This is an optimization exercise on Yosys and OpenROAD, whose aim is small area and a short achievable clock period, not a production implementation.

== job 101 ==
==> flow/design.v <==
module rgb_hsv (
    input            clk,
    input            rst,
    input            vld,    
    input      [7:0] rgb_r,
    input      [7:0] rgb_g,
    input      [7:0] rgb_b,
    output reg [8:0] hsv_h,
    output reg [7:0] hsv_s,
    output reg [7:0] hsv_v
);
parameter KH = 2;    
parameter KS = 2;    
function gt8;
    input [7:0] a, b;
    reg   [7:0] g, t;
    integer     m, n;
    begin
        g = a & ~b;
        t = a | ~b;
        for (m = 1; m < 8; m = m * 2)
            for (n = 0; n < 8; n = n + 2 * m) begin
                g[n + 2 * m - 1] = g[n + 2 * m - 1] | (t[n + 2 * m - 1] & g[n + m - 1]);
                t[n + 2 * m - 1] = t[n + 2 * m - 1] & t[n + m - 1];
            end
        gt8 = g[7];
    end
endfunction
function [11:0] add12;
    input [11:0] a, b;
    input        ci;
    reg   [11:0] g, t;
    integer      m, n;
    begin
        g = a & b;
        t = a | b;
        g[0] = g[0] | (t[0] & ci);
        for (m = 1; m < 12; m = m * 2)
            for (n = 11; n >= 0; n = n - 1)
                if ((n / m) % 2 == 1) begin
                    g[n] = g[n] | (t[n] & g[(n / m) * m - 1]);
                    t[n] = t[n] & t[(n / m) * m - 1];
                end
        add12 = a ^ b ^ {g[10:0], ci};
    end
endfunction
function [8:0] dstep;
    input [8:0] p;
    input [7:0] d;
    reg   [8:0] b;
    integer     i;
    begin
        b[0] = 1'b0;
        for (i = 0; i < 8; i = i + 1)
            b[i+1] = (~p[i] & d[i]) | ((~p[i] | d[i]) & b[i]);
        dstep[8]   = p[8] | ~b[8];
        dstep[7:0] = p[7:0] ^ ({8{dstep[8]}} & (d ^ b[7:0]));
    end
endfunction
wire c_rg = gt8(rgb_r, rgb_g);
wire c_rb = gt8(rgb_r, rgb_b);
wire c_gb = gt8(rgb_g, rgb_b);
reg [7:0] r1, g1, b1;
reg       xr1, xg1, xb1;    
reg       nr1, ng1, nb1;    
reg       dr1, dg1, db1;    
always @(posedge clk) begin
    r1  <= rgb_r; g1 <= rgb_g; b1 <= rgb_b;
    xr1 <= c_rg & c_rb;
    xg1 <= ~c_rg & c_gb;
    xb1 <= ~(c_rg & c_rb) & ~(~c_rg & c_gb);
    nr1 <= ~c_rg & ~c_rb;
    nb1 <= c_rb & c_gb;
    ng1 <= ~(~c_rg & ~c_rb) & ~(c_rb & c_gb);
    dr1 <= c_rg ^ c_rb;
    db1 <= ~(c_rg ^ c_rb) & (c_rg ^ c_gb);
    dg1 <= ~(c_rg ^ c_rb) & ~(c_rg ^ c_gb);
end
wire [7:0] mx = ({8{xr1}} & r1) | ({8{xg1}} & g1) | ({8{xb1}} & b1);
wire [7:0] mn = ({8{nr1}} & r1) | ({8{ng1}} & g1) | ({8{nb1}} & b1);
wire [7:0] md = ({8{dr1}} & r1) | ({8{dg1}} & g1) | ({8{db1}} & b1);
wire neg = (xb1 & nr1) | (xg1 & nb1) | (xr1 & ng1);
wire [11:0] mm12 = add12({4'd0, mx}, ~{4'd0, mn}, 1'b1);
wire [11:0] x12  = add12({4'd0, md}, ~{4'd0, mn}, 1'b1);
wire [7:0]  mm   = mm12[7:0];
wire [7:0]  x    = x12[7:0];
wire [11:0] x15  = add12({x, 4'd0}, ~{4'd0, x}, 1'b1);    
wire [13:0] n60  = {x15, 2'd0};
reg [8:0]    ph;
reg [KH-1:0] qh2;
integer i;
always @(*) begin
    ph = {1'b0, n60[13:6]};
    for (i = 5; i >= 6 - KH; i = i - 1) begin
        ph = dstep({ph[7:0], n60[i]}, mm);
        qh2[i - 6 + KH] = ph[8];
    end
end
reg [8:0]    ps;
reg [KS-1:0] qs2;
integer j;
always @(*) begin
    ps = {1'b0, mm};
    for (j = 7; j >= 8 - KS; j = j - 1) begin
        ps = dstep({ps[7:0], 1'b0}, mx);
        qs2[j - 8 + KS] = ps[8];
    end
end
reg [7:0]    mm_2, mx_2, ph_2, ps_2;
reg [KH-1:0] qh_2;
reg [KS-1:0] qs_2;
reg [5-KH:2] nl_2;
reg          xr_2, xg_2, neg_2;
always @(posedge clk) begin
    mm_2 <= mm; mx_2 <= mx & {8{vld}}; ph_2 <= ph[7:0]; ps_2 <= ps[7:0];
    qh_2 <= qh2; qs_2 <= qs2; nl_2 <= n60[5-KH:2];
    xr_2 <= xr1; xg_2 <= xg1; neg_2 <= neg;
end
reg [8:0] th;
reg [5:0] qh;
integer k;
always @(*) begin
    th = {1'b0, ph_2};
    qh = {qh_2, {(6-KH){1'b0}}};
    for (k = 5 - KH; k >= 0; k = k - 1) begin
        th = dstep({th[7:0], (k >= 2) ? nl_2[k] : 1'b0}, mm_2);
        qh[k] = th[8];
    end
end
reg [8:0] ts;
reg [7:0] qs;
integer l;
always @(*) begin
    ts = {1'b0, ps_2};
    qs = {qs_2, {(8-KS){1'b0}}};
    for (l = 7 - KS; l >= 0; l = l - 1) begin
        ts = dstep({ts[7:0], 1'b0}, mx_2);
        qs[l] = ts[8];
    end
end
wire [5:0] q53 = {3'd0, qh[5:3]};
reg  [5:0] up, dn0, dn1;
always @(*)
    case ({xr_2, xg_2, neg_2})
        3'b100:  begin up = q53;          dn0 = 6'd0;        dn1 = 6'd0;            end
        3'b101:  begin up = 6'd0;         dn0 = 6'd45 - q53; dn1 = 6'd44 - q53;     end
        3'b010:  begin up = 6'd15 + q53;  dn0 = 6'd0;        dn1 = 6'd0;            end
        3'b011:  begin up = 6'd0;         dn0 = 6'd15 - q53; dn1 = 6'd14 - q53;     end
        3'b000:  begin up = 6'd30 + q53;  dn0 = 6'd0;        dn1 = 6'd0;            end
        default: begin up = 6'd0;         dn0 = 6'd30 - q53; dn1 = 6'd29 - q53;     end
    endcase
wire [2:0] nlo = {qh[2] ^ (qh[1] | qh[0]), qh[1] ^ qh[0], qh[0]};
wire       bw  = qh[2] | qh[1] | qh[0];
wire [8:0] hq  = neg_2 ? {bw ? dn1 : dn0, nlo} : {up, qh[2:0]};
wire       grey = ~|mm_2;
wire       nz   = |mx_2;
wire [8:0] h3   = hq & {9{~grey & nz}};
wire [7:0] s3   = qs & {8{nz}};
always @(posedge clk or negedge rst)
    if (!rst) begin
        hsv_h <= 9'd0; hsv_s <= 8'd0; hsv_v <= 8'd0;
    end else begin
        hsv_h <= h3; hsv_s <= s3; hsv_v <= mx_2;
    end
endmodule
module HSVComparator (
    input            clk,
    input      [8:0] hsv_get_h,
    input      [7:0] hsv_get_s,
    input      [7:0] hsv_get_v,
    input      [8:0] hsv_set_h,
    input      [7:0] hsv_set_s,
    input      [7:0] hsv_set_v,
    input      [2:0] threshold_level,
    output reg [1:0] similar_flag    
);
function [9:0] sub9;
    input [8:0] a, b;
    reg         c;
    integer     i;
    begin
        c = 1'b0;
        for (i = 0; i < 9; i = i + 1) begin
            sub9[i] = a[i] ^ b[i] ^ c;
            c = (~a[i] & b[i]) | ((~a[i] | b[i]) & c);
        end
        sub9[9] = c;
    end
endfunction
wire [9:0] dh = sub9(hsv_get_h, hsv_set_h);
wire [9:0] ds = sub9({1'b0, hsv_get_s}, {1'b0, hsv_set_s});
wire [9:0] dv = sub9({1'b0, hsv_get_v}, {1'b0, hsv_set_v});
wire [8:0] ah = dh[8:0] ^ {9{dh[9]}};
wire [7:0] as = ds[7:0] ^ {8{ds[9]}};
wire [7:0] av = dv[7:0] ^ {8{dv[9]}};
wire       nh = dh[9], ns = ds[9], nv = dv[9];
function gt9;
    input [8:0] a, b;
    reg         c;
    integer     i;
    begin
        c = 1'b0;
        for (i = 0; i < 9; i = i + 1)
            c = (a[i] & ~b[i]) | ((a[i] | ~b[i]) & c);
        gt9 = c;
    end
endfunction
wire h0 = nh ? (~gt9(ah, 9'd59) | ~gt9(9'd299, ah)) : (~gt9(ah, 9'd60) | ~gt9(9'd300, ah));
wire h1 = nh ? (~gt9(ah, 9'd14) | ~gt9(9'd344, ah)) : (~gt9(ah, 9'd15) | ~gt9(9'd345, ah));
wire h2 = nh ? (~gt9(ah, 9'd9)  | ~gt9(9'd349, ah)) : (~gt9(ah, 9'd10) | ~gt9(9'd350, ah));
wire h3 = nh ? (~gt9(ah, 9'd4)  | ~gt9(9'd354, ah)) : (~gt9(ah, 9'd5)  | ~gt9(9'd355, ah));
wire s0 = ~gt9({1'b0, as}, ns ? 9'd31 : 9'd32);
wire s1 = ~gt9({1'b0, as}, ns ? 9'd7  : 9'd8);
wire s2 = ~gt9({1'b0, as}, ns ? 9'd4  : 9'd5);
wire s3 = ~gt9({1'b0, as}, ns ? 9'd2  : 9'd3);
wire v0 = ~gt9({1'b0, av}, nv ? 9'd31 : 9'd32);
wire v1 = ~gt9({1'b0, av}, nv ? 9'd7  : 9'd8);
wire v2 = ~gt9({1'b0, av}, nv ? 9'd4  : 9'd5);
wire v3 = ~gt9({1'b0, av}, nv ? 9'd2  : 9'd3);
reg hit;
always @(*)
    case (threshold_level)
        3'b000:  hit = h0 & s0 & v0;
        3'b001:  hit = h1 & s1 & v1;
        3'b010:  hit = h2 & s2 & v2;
        3'b111:  hit = h3 & s3 & v3;
        default: hit = 1'b0;
    endcase
wire unset = ~|hsv_set_v;
always @(posedge clk)
    similar_flag <= unset ? 2'b10 : {1'b0, hit};
endmodule
module color_match (
    input  wire       clk,
    input  wire       rst_n,
    input  wire [7:0] get_r,
    input  wire [7:0] get_g,
    input  wire [7:0] get_b,
    input  wire [7:0] set_r,
    input  wire [7:0] set_g,
    input  wire [7:0] set_b,
    input  wire [2:0] threshold_level,
    output wire [8:0] get_h,
    output wire [7:0] get_s,
    output wire [7:0] get_v,
    output wire [8:0] set_h,
    output wire [7:0] set_s,
    output wire [7:0] set_v,
    output wire [1:0] similar_flag
);
    reg vld;
    always @(posedge clk or negedge rst_n)
        if (!rst_n) vld <= 1'b0;
        else        vld <= 1'b1;
    rgb_hsv rgb_hsv_get_inst (
        .clk   (clk),
        .rst   (rst_n),
        .vld   (vld),
        .rgb_r (get_r),
        .rgb_g (get_g),
        .rgb_b (get_b),
        .hsv_h (get_h),
        .hsv_s (get_s),
        .hsv_v (get_v)
    );
    rgb_hsv rgb_hsv_set_inst (
        .clk   (clk),
        .rst   (rst_n),
        .vld   (vld),
        .rgb_r (set_r),
        .rgb_g (set_g),
        .rgb_b (set_b),
        .hsv_h (set_h),
        .hsv_s (set_s),
        .hsv_v (set_v)
    );
    HSVComparator HSVComparator_inst (
        .clk             (clk),
        .hsv_get_h       (get_h),
        .hsv_get_s       (get_s),
        .hsv_get_v       (get_v),
        .hsv_set_h       (set_h),
        .hsv_set_s       (set_s),
        .hsv_set_v       (set_v),
        .threshold_level (threshold_level),
        .similar_flag    (similar_flag)
    );
endmodule
clock: 28.0 ns
lec_check: 0
abc_area: 1
cap_margin: 20
core_margin: 2
core_utilization: 40
place_density: 0.6
slew_margin: 20
standard.sh (not shown) runs the stock make flow with config.mk's settings and CLKGATE_MAP_FILE= SYNTH_SCRIPT=/design/flow/synth_recipe.tcl, a recipe that flattens the netlist after the stock synthesis.
==> flow/flow/run.sh <==
#!/bin/bash
# The standard layout, with plain buffers (not delay cells) on the ports.
# Placement runs as standard; from clock tree synthesis on, timing repair is
# asked to leave 21 ns of setup slack at the 28 ns clock.
set -euo pipefail
export BUFFER_PORTS_ARGS="-buffer_cell sky130_fd_sc_hd__buf_2"
bash standard.sh place > standard_place.log 2>&1
export SETUP_SLACK_MARGIN=21
bash standard.sh > standard_finish.log 2>&1
The inputs of job 102 differ from those of job 101 as listed below.
diff --git a/flow/design.v b/flow/design.v
--- a/flow/design.v
+++ b/flow/design.v
@@ -8,11 +8,11 @@
     output reg [8:0] hsv_h,
     output reg [7:0] hsv_s,
     output reg [7:0] hsv_v
 );
 parameter KH = 2;    
-parameter KS = 2;    
+parameter KS = 3;    
 function gt8;
     input [7:0] a, b;
     reg   [7:0] g, t;
     integer     m, n;
     begin
@@ -79,14 +79,20 @@
 wire [7:0] mx = ({8{xr1}} & r1) | ({8{xg1}} & g1) | ({8{xb1}} & b1);
 wire [7:0] mn = ({8{nr1}} & r1) | ({8{ng1}} & g1) | ({8{nb1}} & b1);
 wire [7:0] md = ({8{dr1}} & r1) | ({8{dg1}} & g1) | ({8{db1}} & b1);
 wire neg = (xb1 & nr1) | (xg1 & nb1) | (xr1 & ng1);
 wire [11:0] mm12 = add12({4'd0, mx}, ~{4'd0, mn}, 1'b1);
-wire [11:0] x12  = add12({4'd0, md}, ~{4'd0, mn}, 1'b1);
 wire [7:0]  mm   = mm12[7:0];
-wire [7:0]  x    = x12[7:0];
-wire [11:0] x15  = add12({x, 4'd0}, ~{4'd0, x}, 1'b1);    
+wire [11:0] ca = {md, 4'd0};
+wire [11:0] cb = ~{4'd0, md};
+wire [11:0] cc = ~{mn, 4'd0};
+wire [11:0] cd = {4'd0, mn};
+wire [11:0] s1 = ca ^ cb ^ cc;
+wire [11:0] k1 = {(ca[10:0] & cb[10:0]) | (ca[10:0] & cc[10:0]) | (cb[10:0] & cc[10:0]), 1'b1};
+wire [11:0] s2 = s1 ^ k1 ^ cd;
+wire [11:0] k2 = {(s1[10:0] & k1[10:0]) | (s1[10:0] & cd[10:0]) | (k1[10:0] & cd[10:0]), 1'b1};
+wire [11:0] x15  = add12(s2, k2, 1'b0);
 wire [13:0] n60  = {x15, 2'd0};
 reg [8:0]    ph;
 reg [KH-1:0] qh2;
 integer i;
 always @(*) begin
==> notes.md <==
- Between job 102 and job 101, the difference in routed wire length is negligible.
- Non-clock buffer total of the final layout: job 102 and job 101 compared, higher one is job 101
- Summary of job 102 over job 101: final sequential cell count went up by about 1%, die span in x shows an increase of 8.1 µm, non-clock buffer contribution to total cell area fell by 1.3 points, post-CTS setup buffer count now smaller, fmax now larger.
- From job 102 to job 101, buffer depth of the longest clock path did not move at all.
- Job 102 did not stop at any stage, and its layout met the timing, DRC and antenna checks.
No functional check of the RTL was part of any run of this note.

[static timing again, ports no longer ideal]
In the flow no input, the clock included, has a driving cell. The finished layouts below were timed again as built, in two steps. Step 1 assumes that a clkbuf_16 drives the clock port and a buf_2 every other input. Step 2 adds t to the input delays and takes it off the output delays; t is the mean of the earliest and latest rising clock arrival at the registers after step 1. Input paths then give back, and output paths get back, about the clock's delay inside the block. Three values: ideal, step 1, step 2; two values: the first two.
run	t, ns	setup WS [ns]	hold WS [ns]	worst setup path at the end	latest minus earliest clock arrival (ns)
job 101	0.589	20.654 / 20.654 / 20.637	0.426 / 0.426 / 0.426	input to register	0.025 / 0.025
job 102	0.596	21.141 / 21.159 / 20.567	0.372 / 0.372 / 0.372	input to register	0.032 / 0.032
After both steps setup and hold are still met in every run listed. For job 102, which loses most, drivers alone change the setup slack by +0.018 ns; drivers and shift together by -0.574 ns.
